This design comes from an exercise in tuning for small area and a short achievable clock period on the open sky130 flow, not from production work. Where RTL was checked, it was by simulation tests only, not by an equivalence proof against the original. Power figures rest on the tool's default switching activity, not on a simulated workload.

==> exp/violet <==
==> flow/design.v <==
module lru_predec #(
  parameter W = 5
)(
  input  logic [W-1:0] sel_idx,
  output logic [3:0]   lo,       
  output logic [7:0]   hi        
);
  for (genvar i = 0; i < 4; i++) begin : g_lo
    assign lo[i] = (sel_idx[1:0] == i);
  end
  for (genvar i = 0; i < 8; i++) begin : g_hi
    assign hi[i] = (sel_idx[4:2] == i);
  end
endmodule
module lru_selgate #(
  parameter N = 32
)(
  input  logic [3:0]   lo,
  input  logic [7:0]   hi,
  output logic [N-1:0] sel_n
);
  for (genvar i = 0; i < N; i++) begin : g_sel
    assign sel_n[i] = ~(lo[i%4] & hi[i/4]);
  end
endmodule
module lru_stn (
  input  logic       ls_valid_i,
  input  logic [1:0] ls_op_i,
  output logic       st_n
);
  assign st_n = ~(ls_valid_i & ls_op_i[1] & ~ls_op_i[0]);
endmodule
module lru_outgate #(
  parameter N = 32
)(
  input  logic         st_n,
  input  logic [N-1:0] sel_n,
  output logic [N-1:0] lru_way_o
);
  assign lru_way_o = ~(sel_n | {N{st_n}});
endmodule
module lru_free #(
  parameter N = 32,
  parameter W = 5
)(
  input  logic [N-1:0] valid,
  output logic         full,
  output logic [W-1:0] ff_idx
);
  logic [N:0]   all_below;    
  logic [N-1:0] first_free;
  always_comb begin
    for (int i = 0; i <= N; i++) begin
      all_below[i] = 1'b1;
      for (int j = 0; j < i; j++)
        all_below[i] = all_below[i] & valid[j];
    end
  end
  assign full = all_below[N];
  for (genvar i = 0; i < N; i++) begin : g_ff
    assign first_free[i] = ~valid[i] & all_below[i];
  end
  always_comb begin
    ff_idx = '0;
    for (int i = 0; i < N; i++)
      ff_idx = ff_idx | (i[W-1:0] & {W{first_free[i]}});
  end
endmodule
module lru_move #(
  parameter N = 32,
  parameter W = 5
)(
  input  logic [N*W-1:0] slots,
  input  logic [W-1:0]   use_idx,
  input  logic           act,
  output logic [N-1:0]   move
);
  logic [N-1:0] hit;
  for (genvar k = 0; k < N; k++) begin : g_hit
    assign hit[k] = (slots[k*W +: W] == use_idx);
  end
  always_comb begin
    for (int k = 0; k < N; k++) begin
      move[k] = act;
      for (int j = 0; j < k; j++)
        move[k] = move[k] & ~hit[j];
    end
  end
endmodule
module lru #(
  parameter NUM_WAYS = 32
)(
  input   logic                         clk,
  input   logic                         reset,
  input   logic                         ls_valid_i,
  input   logic [1:0]                   ls_op_i,
  input   logic [$clog2(NUM_WAYS)-1:0]  ls_way_i,
  output  logic                         lru_valid_o,
  output  logic [NUM_WAYS-1:0]          lru_way_o
);
  localparam W = $clog2(NUM_WAYS);
  logic st, inv, act;
  assign st  = ls_valid_i &  ls_op_i[1] & ~ls_op_i[0];
  assign inv = ls_valid_i &  ls_op_i[1] &  ls_op_i[0];
  assign act = ls_valid_i & (ls_op_i[1] ^ ls_op_i[0]);
  logic [NUM_WAYS-1:0]   valid_q;    
  logic [NUM_WAYS*W-1:0] slot_q;     
  logic [W-1:0]          ff_q;
  logic                  full_q;
  logic [W-1:0] sel_idx;
  assign sel_idx = full_q ? slot_q[(NUM_WAYS-1)*W +: W] : ff_q;
  logic [3:0]          sel_lo;
  logic [7:0]          sel_hi;
  logic [NUM_WAYS-1:0] sel_n;
  logic                st_n;
  lru_predec #(.W(W)) u_predec (.sel_idx(sel_idx), .lo(sel_lo), .hi(sel_hi));
  lru_selgate #(.N(NUM_WAYS)) u_selgate (.lo(sel_lo), .hi(sel_hi), .sel_n(sel_n));
  lru_stn u_stn (.ls_valid_i(ls_valid_i), .ls_op_i(ls_op_i), .st_n(st_n));
  lru_outgate #(.N(NUM_WAYS)) u_outgate (.st_n(st_n), .sel_n(sel_n), .lru_way_o(lru_way_o));
  assign lru_valid_o = st;
  logic [W-1:0]        use_idx;
  logic [NUM_WAYS-1:0] move;
  assign use_idx = ls_op_i[0] ? ls_way_i : sel_idx;
  lru_move #(.N(NUM_WAYS), .W(W)) u_move (
    .slots(slot_q), .use_idx(use_idx), .act(act), .move(move)
  );
  always_ff @(posedge clk) begin
    if (move[0])
      slot_q[0 +: W] <= use_idx;
    for (int k = 1; k < NUM_WAYS; k++)
      if (move[k])
        slot_q[k*W +: W] <= slot_q[(k-1)*W +: W];
  end
  logic [NUM_WAYS-1:0] valid_d;
  logic                full_d;
  logic [W-1:0]        ff_d;
  for (genvar i = 0; i < NUM_WAYS; i++) begin : g_valid
    assign valid_d[i] = (inv & (ls_way_i == i)) ? 1'b0 : (valid_q[i] | lru_way_o[i]);
  end
  lru_free #(.N(NUM_WAYS), .W(W)) u_free (
    .valid(valid_d), .full(full_d), .ff_idx(ff_d)
  );
  always_ff @(posedge clk or posedge reset) begin
    if (reset) begin
      valid_q <= '0;
      ff_q    <= '0;
      full_q  <= 1'b0;
    end else begin
      valid_q <= valid_d;
      ff_q    <= ff_d;
      full_q  <= full_d;
    end
  end
endmodule
==> flow/flow/run.sh <==
#!/bin/bash
# Standard layout (standard.sh), with slow many-input cells (or4, nor4, or3,
# nor3, a2111, ...) kept out of synthesis and repair in addition to the
# platform's own don't-use list. dont_use.txt holds the platform's list
# followed by the added cells; extra_vars.txt holds further ORFS make
# variables. standard.sh's make output goes to standard.log.
set -euo pipefail
here=$(cd "$(dirname "$0")" && pwd)
cells=$(tr '\n' ' ' < "$here/dont_use.txt")
read -r -a extra < "$here/extra_vars.txt" || true
bash standard.sh "DONT_USE_CELLS=$cells" "${extra[@]}" finish > standard.log 2>&1
==> flow/flow/dont_use.txt <==
sky130_fd_sc_hd__probe_p_8
sky130_fd_sc_hd__probec_p_8
sky130_fd_sc_hd__lpflow_bleeder_1
sky130_fd_sc_hd__lpflow_clkbufkapwr_1
sky130_fd_sc_hd__lpflow_clkbufkapwr_16
sky130_fd_sc_hd__lpflow_clkbufkapwr_2
sky130_fd_sc_hd__lpflow_clkbufkapwr_4
sky130_fd_sc_hd__lpflow_clkbufkapwr_8
sky130_fd_sc_hd__lpflow_clkinvkapwr_1
sky130_fd_sc_hd__lpflow_clkinvkapwr_16
sky130_fd_sc_hd__lpflow_clkinvkapwr_2
sky130_fd_sc_hd__lpflow_clkinvkapwr_4
sky130_fd_sc_hd__lpflow_clkinvkapwr_8
sky130_fd_sc_hd__lpflow_decapkapwr_12
sky130_fd_sc_hd__lpflow_decapkapwr_3
sky130_fd_sc_hd__lpflow_decapkapwr_4
sky130_fd_sc_hd__lpflow_decapkapwr_6
sky130_fd_sc_hd__lpflow_decapkapwr_8
sky130_fd_sc_hd__lpflow_inputiso0n_1
sky130_fd_sc_hd__lpflow_inputiso0p_1
sky130_fd_sc_hd__lpflow_inputiso1n_1
sky130_fd_sc_hd__lpflow_inputiso1p_1
sky130_fd_sc_hd__lpflow_inputisolatch_1
sky130_fd_sc_hd__lpflow_isobufsrc_1
sky130_fd_sc_hd__lpflow_isobufsrc_16
sky130_fd_sc_hd__lpflow_isobufsrc_2
sky130_fd_sc_hd__lpflow_isobufsrc_4
sky130_fd_sc_hd__lpflow_isobufsrc_8
sky130_fd_sc_hd__lpflow_isobufsrckapwr_16
sky130_fd_sc_hd__lpflow_lsbuf_lh_hl_isowell_tap_1
sky130_fd_sc_hd__lpflow_lsbuf_lh_hl_isowell_tap_2
sky130_fd_sc_hd__lpflow_lsbuf_lh_hl_isowell_tap_4
sky130_fd_sc_hd__lpflow_lsbuf_lh_isowell_4
sky130_fd_sc_hd__lpflow_lsbuf_lh_isowell_tap_1
sky130_fd_sc_hd__lpflow_lsbuf_lh_isowell_tap_2
sky130_fd_sc_hd__lpflow_lsbuf_lh_isowell_tap_4
sky130_fd_sc_hd__a2111o_1
sky130_fd_sc_hd__a2111o_2
sky130_fd_sc_hd__a2111o_4
sky130_fd_sc_hd__a2111oi_0
sky130_fd_sc_hd__a2111oi_1
sky130_fd_sc_hd__a2111oi_2
sky130_fd_sc_hd__a2111oi_4
sky130_fd_sc_hd__nor4_1
sky130_fd_sc_hd__nor4_2
sky130_fd_sc_hd__nor4_4
sky130_fd_sc_hd__nor4b_1
sky130_fd_sc_hd__nor4b_2
sky130_fd_sc_hd__nor4b_4
sky130_fd_sc_hd__nor4bb_1
sky130_fd_sc_hd__nor4bb_2
sky130_fd_sc_hd__nor4bb_4
sky130_fd_sc_hd__o2111a_1
sky130_fd_sc_hd__o2111a_2
sky130_fd_sc_hd__o2111a_4
sky130_fd_sc_hd__o2111ai_1
sky130_fd_sc_hd__o2111ai_2
sky130_fd_sc_hd__o2111ai_4
sky130_fd_sc_hd__or4_1
sky130_fd_sc_hd__or4_2
sky130_fd_sc_hd__or4_4
sky130_fd_sc_hd__or4b_1
sky130_fd_sc_hd__or4b_2
sky130_fd_sc_hd__or4b_4
sky130_fd_sc_hd__or4bb_1
sky130_fd_sc_hd__or4bb_2
sky130_fd_sc_hd__or4bb_4
sky130_fd_sc_hd__a311o_1
sky130_fd_sc_hd__a311o_2
sky130_fd_sc_hd__a311o_4
sky130_fd_sc_hd__a311oi_1
sky130_fd_sc_hd__a311oi_2
sky130_fd_sc_hd__a311oi_4
sky130_fd_sc_hd__a32o_1
sky130_fd_sc_hd__a32o_2
sky130_fd_sc_hd__a32o_4
sky130_fd_sc_hd__a32oi_1
sky130_fd_sc_hd__a32oi_2
sky130_fd_sc_hd__a32oi_4
sky130_fd_sc_hd__a41o_1
sky130_fd_sc_hd__a41o_2
sky130_fd_sc_hd__a41o_4
sky130_fd_sc_hd__a41oi_1
sky130_fd_sc_hd__a41oi_2
sky130_fd_sc_hd__a41oi_4
sky130_fd_sc_hd__nor3_1
sky130_fd_sc_hd__nor3_2
sky130_fd_sc_hd__nor3_4
sky130_fd_sc_hd__nor3b_1
sky130_fd_sc_hd__nor3b_2
sky130_fd_sc_hd__nor3b_4
sky130_fd_sc_hd__o311a_1
sky130_fd_sc_hd__o311a_2
sky130_fd_sc_hd__o311a_4
sky130_fd_sc_hd__o311ai_0
sky130_fd_sc_hd__o311ai_1
sky130_fd_sc_hd__o311ai_2
sky130_fd_sc_hd__o311ai_4
sky130_fd_sc_hd__o32a_1
sky130_fd_sc_hd__o32a_2
sky130_fd_sc_hd__o32a_4
sky130_fd_sc_hd__o32ai_1
sky130_fd_sc_hd__o32ai_2
sky130_fd_sc_hd__o32ai_4
sky130_fd_sc_hd__o41a_1
sky130_fd_sc_hd__o41a_2
sky130_fd_sc_hd__o41a_4
sky130_fd_sc_hd__o41ai_1
sky130_fd_sc_hd__o41ai_2
sky130_fd_sc_hd__o41ai_4
sky130_fd_sc_hd__or3_1
sky130_fd_sc_hd__or3_2
sky130_fd_sc_hd__or3_4
sky130_fd_sc_hd__or3b_1
sky130_fd_sc_hd__or3b_2
sky130_fd_sc_hd__or3b_4
==> flow/flow/extra_vars.txt <==

==> flow/standard.sh <==
#!/bin/bash
# synth_recipe.tcl (not shown) runs the flow's synth.tcl, then flattens the netlist and writes it again
# the make line also repeats each setting of config.mk as NAME=value (left out here)
make -C /OpenROAD-flow-scripts/flow DESIGN_CONFIG=/design/flow/config.mk WORK_HOME=/design/flow/orfs CLKGATE_MAP_FILE= SYNTH_SCRIPT=/design/flow/synth_recipe.tcl "${@:-finish}"
==> flow/config.mk <==
export PLATFORM = sky130hd
export DESIGN_NAME = lru
export DESIGN_NICKNAME = lru
export VERILOG_FILES = /design/flow/design.v
export SDC_FILE = /design/flow/constraint.sdc
export NUM_CORES = 4
export LEC_CHECK = 0
export CAP_MARGIN = 20
export CORE_MARGIN = 2
export CORE_UTILIZATION = 30
export SETUP_SLACK_MARGIN = 3.9
export SLEW_MARGIN = 20
export SYNTH_HIERARCHICAL = 1
export SYNTH_MINIMUM_KEEP_SIZE = 0
==> flow/constraint.sdc <==
create_clock -name core_clock -period 7.5 [get_ports {clk}]
set_input_delay 1.5000 -clock core_clock [delete_from_list [all_inputs] [get_ports {clk}]]
set_output_delay 1.5000 -clock core_clock [all_outputs]
set_load 0.01 [all_outputs]
==> inputs of exp/harbor, as changes to exp/violet <==
==> flow/design.v, changed modules only <==
module lru_out #(
  parameter N = 32,
  parameter W = 5
)(
  input  logic         ls_valid_i,
  input  logic [1:0]   ls_op_i,
  input  logic [W-1:0] sel_idx,
  output logic         lru_valid_o,
  output logic [N-1:0] lru_way_o
);
  logic st;
  assign st = ls_valid_i & ls_op_i[1] & ~ls_op_i[0];
  assign lru_valid_o = st;
  for (genvar i = 0; i < N; i++) begin : g_out
    assign lru_way_o[i] = st & (sel_idx == i);
  end
endmodule
module lru #(
  parameter NUM_WAYS = 32
)(
  input   logic                         clk,
  input   logic                         reset,
  input   logic                         ls_valid_i,
  input   logic [1:0]                   ls_op_i,
  input   logic [$clog2(NUM_WAYS)-1:0]  ls_way_i,
  output  logic                         lru_valid_o,
  output  logic [NUM_WAYS-1:0]          lru_way_o
);
  localparam W = $clog2(NUM_WAYS);
  logic st, inv, act;
  assign st  = ls_valid_i &  ls_op_i[1] & ~ls_op_i[0];
  assign inv = ls_valid_i &  ls_op_i[1] &  ls_op_i[0];
  assign act = ls_valid_i & (ls_op_i[1] ^ ls_op_i[0]);
  logic [NUM_WAYS-1:0]   valid_q;    
  logic [NUM_WAYS*W-1:0] slot_q;     
  logic [W-1:0]          ff_q;
  logic                  full_q;
  logic [W-1:0] sel_idx;
  assign sel_idx = full_q ? slot_q[(NUM_WAYS-1)*W +: W] : ff_q;
  lru_out #(.N(NUM_WAYS), .W(W)) u_out (
    .ls_valid_i(ls_valid_i), .ls_op_i(ls_op_i), .sel_idx(sel_idx),
    .lru_valid_o(lru_valid_o), .lru_way_o(lru_way_o)
  );
  logic [W-1:0]        use_idx;
  logic [NUM_WAYS-1:0] move;
  assign use_idx = ls_op_i[0] ? ls_way_i : sel_idx;
  lru_move #(.N(NUM_WAYS), .W(W)) u_move (
    .slots(slot_q), .use_idx(use_idx), .act(act), .move(move)
  );
  always_ff @(posedge clk) begin
    if (move[0])
      slot_q[0 +: W] <= use_idx;
    for (int k = 1; k < NUM_WAYS; k++)
      if (move[k])
        slot_q[k*W +: W] <= slot_q[(k-1)*W +: W];
  end
  logic [NUM_WAYS-1:0] valid_d;
  logic                full_d;
  logic [W-1:0]        ff_d;
  for (genvar i = 0; i < NUM_WAYS; i++) begin : g_valid
    assign valid_d[i] = (inv & (ls_way_i == i)) ? 1'b0 : (valid_q[i] | lru_way_o[i]);
  end
  lru_free #(.N(NUM_WAYS), .W(W)) u_free (
    .valid(valid_d), .full(full_d), .ff_idx(ff_d)
  );
  always_ff @(posedge clk or posedge reset) begin
    if (reset) begin
      valid_q <= '0;
      ff_q    <= '0;
      full_q  <= 1'b0;
    end else begin
      valid_q <= valid_d;
      ff_q    <= ff_d;
      full_q  <= full_d;
    end
  end
endmodule
// module lru_predec removed
// module lru_selgate removed
// module lru_stn removed
// module lru_outgate removed
--- a/flow/config.mk
+++ b/flow/config.mk
@@ -8,5 +8,6 @@
 export CAP_MARGIN = 20
 export CORE_MARGIN = 2
-export CORE_UTILIZATION = 30
+export CORE_UTILIZATION = 50
+export PLACE_DENSITY = 0.75
 export SETUP_SLACK_MARGIN = 3.9
 export SLEW_MARGIN = 20
==> inputs of exp/willow, as changes to exp/violet <==
==> flow/design.v, changed modules only <==
module lru_out #(
  parameter N = 32,
  parameter W = 5
)(
  input  logic         ls_valid_i,
  input  logic [1:0]   ls_op_i,
  input  logic [W-1:0] sel_idx,
  output logic         lru_valid_o,
  output logic [N-1:0] lru_way_o
);
  logic st;
  assign st = ls_valid_i & ls_op_i[1] & ~ls_op_i[0];
  assign lru_valid_o = st;
  for (genvar i = 0; i < N; i++) begin : g_out
    assign lru_way_o[i] = st & (sel_idx == i);
  end
endmodule
module lru #(
  parameter NUM_WAYS = 32
)(
  input   logic                         clk,
  input   logic                         reset,
  input   logic                         ls_valid_i,
  input   logic [1:0]                   ls_op_i,
  input   logic [$clog2(NUM_WAYS)-1:0]  ls_way_i,
  output  logic                         lru_valid_o,
  output  logic [NUM_WAYS-1:0]          lru_way_o
);
  localparam W = $clog2(NUM_WAYS);
  logic st, inv, act;
  assign st  = ls_valid_i &  ls_op_i[1] & ~ls_op_i[0];
  assign inv = ls_valid_i &  ls_op_i[1] &  ls_op_i[0];
  assign act = ls_valid_i & (ls_op_i[1] ^ ls_op_i[0]);
  logic [NUM_WAYS-1:0]   valid_q;    
  logic [NUM_WAYS*W-1:0] slot_q;     
  logic [W-1:0]          ff_q;
  logic                  full_q;
  logic [W-1:0] sel_idx;
  assign sel_idx = full_q ? slot_q[(NUM_WAYS-1)*W +: W] : ff_q;
  lru_out #(.N(NUM_WAYS), .W(W)) u_out (
    .ls_valid_i(ls_valid_i), .ls_op_i(ls_op_i), .sel_idx(sel_idx),
    .lru_valid_o(lru_valid_o), .lru_way_o(lru_way_o)
  );
  logic [W-1:0]        use_idx;
  logic [NUM_WAYS-1:0] move;
  assign use_idx = ls_op_i[0] ? ls_way_i : sel_idx;
  lru_move #(.N(NUM_WAYS), .W(W)) u_move (
    .slots(slot_q), .use_idx(use_idx), .act(act), .move(move)
  );
  always_ff @(posedge clk) begin
    if (move[0])
      slot_q[0 +: W] <= use_idx;
    for (int k = 1; k < NUM_WAYS; k++)
      if (move[k])
        slot_q[k*W +: W] <= slot_q[(k-1)*W +: W];
  end
  logic [NUM_WAYS-1:0] valid_d;
  logic                full_d;
  logic [W-1:0]        ff_d;
  for (genvar i = 0; i < NUM_WAYS; i++) begin : g_valid
    assign valid_d[i] = (inv & (ls_way_i == i)) ? 1'b0 : (valid_q[i] | lru_way_o[i]);
  end
  lru_free #(.N(NUM_WAYS), .W(W)) u_free (
    .valid(valid_d), .full(full_d), .ff_idx(ff_d)
  );
  always_ff @(posedge clk or posedge reset) begin
    if (reset) begin
      valid_q <= '0;
      ff_q    <= '0;
      full_q  <= 1'b0;
    end else begin
      valid_q <= valid_d;
      ff_q    <= ff_d;
      full_q  <= full_d;
    end
  end
endmodule
// module lru_predec removed
// module lru_selgate removed
// module lru_stn removed
// module lru_outgate removed
--- a/flow/config.mk
+++ b/flow/config.mk
@@ -8,5 +8,5 @@
 export CAP_MARGIN = 20
 export CORE_MARGIN = 2
-export CORE_UTILIZATION = 30
+export CORE_UTILIZATION = 50
 export SETUP_SLACK_MARGIN = 3.9
 export SLEW_MARGIN = 20
==> results.py <==
metrics = {
    "pwr": {
        "p_clk_frac": 0.249,
    },
    "setup_path": {
        "reg2reg_setup_slack_ps": 4100,
        "crit_path_start": "ls_op_i[0]",
    },
    "floorplan": {
        "die_x_um": 141,
    },
    "finish": {
        "n_all_buffers": 186,
        "final_util": 0.679,
    },
    "outcome": {
        "outcome": "complete, no violations",
    },
}
The numbers above come from exp/harbor.

==> results.py <==
metrics = {
    "outcome": {
        "outcome": "complete, no violations",
    },
    "run": {
        "cap_violations": 0,
    },
    "finish": {
        "final_util": 0.673,
        "n_all_buffers": 168,
    },
    "setup_path": {
        "crit_path_start": "ls_op_i[1]",
    },
    "clock_tree": {
        "clk_pin_slew_ps": 70,
    },
    "floorplan": {
        "io_pins": 43,
    },
}
The numbers above come from exp/willow.

==> results.py <==
metrics = {
    "routing": {
        "drt_iter0_drc": 488,
        "vias": 6319,
    },
    "setup_path": {
        "reg2reg_setup_slack_ps": 4300,
        "worstSetupPathType": "input pin to output port",
        "crit_path_start": "ls_op_i[0]",
    },
    "synthesis": {
        "synth_fp_nets": 770,
        "syn_area_um2": 9480,
    },
    "pwr": {
        "p_clk_frac": 0.279,
        "power.switching_mw": 1.10,
    },
    "outcome": {
        "outcome": "complete, no violations",
    },
    "finish": {
        "final_util": 0.396,
        "buf_share": 0.115,
    },
    "placed_design": {
        "gp_congestion": 0.840,
    },
}
The numbers above come from exp/violet.

Only the layout flow was run in exp/violet; the RTL was not checked for function there.

[re-timing with driven ports]
In the flow no input, the clock included, has a driving cell. The finished layouts below were timed again as built, in two steps.
Step 1: set_driving_cell puts a clkbuf_16 on clk and a buf_2 on each other input, an assumption about the parent block.
Step 2 also shifts input and output timing later by t, the mid clock arrival at the registers, as if the neighbouring blocks saw the same clock.
Slacks: ideal / step 1 / step 2; pairs: ideal / step 1.
| run | shift t [ns] | setup slack, ns | latest minus earliest clock arrival (ns) | worst data-port slew with drivers (ns) |
|---|---|---|---|---|
| exp/violet | 0.482 | 3.550 / 3.502 / 3.210 | 0.015 / 0.015 | 0.06 |
| exp/harbor | 0.498 | 3.563 / 3.444 / 3.084 | 0.016 / 0.017 | 0.18 |
| exp/willow | 0.484 | 3.713 / 3.536 / 3.256 | 0.016 / 0.017 | 0.18 |
After both steps every run listed still meets setup and hold. For exp/harbor, which loses most, drivers alone change the setup slack by -0.119 ns; drivers and shift together by -0.479 ns.
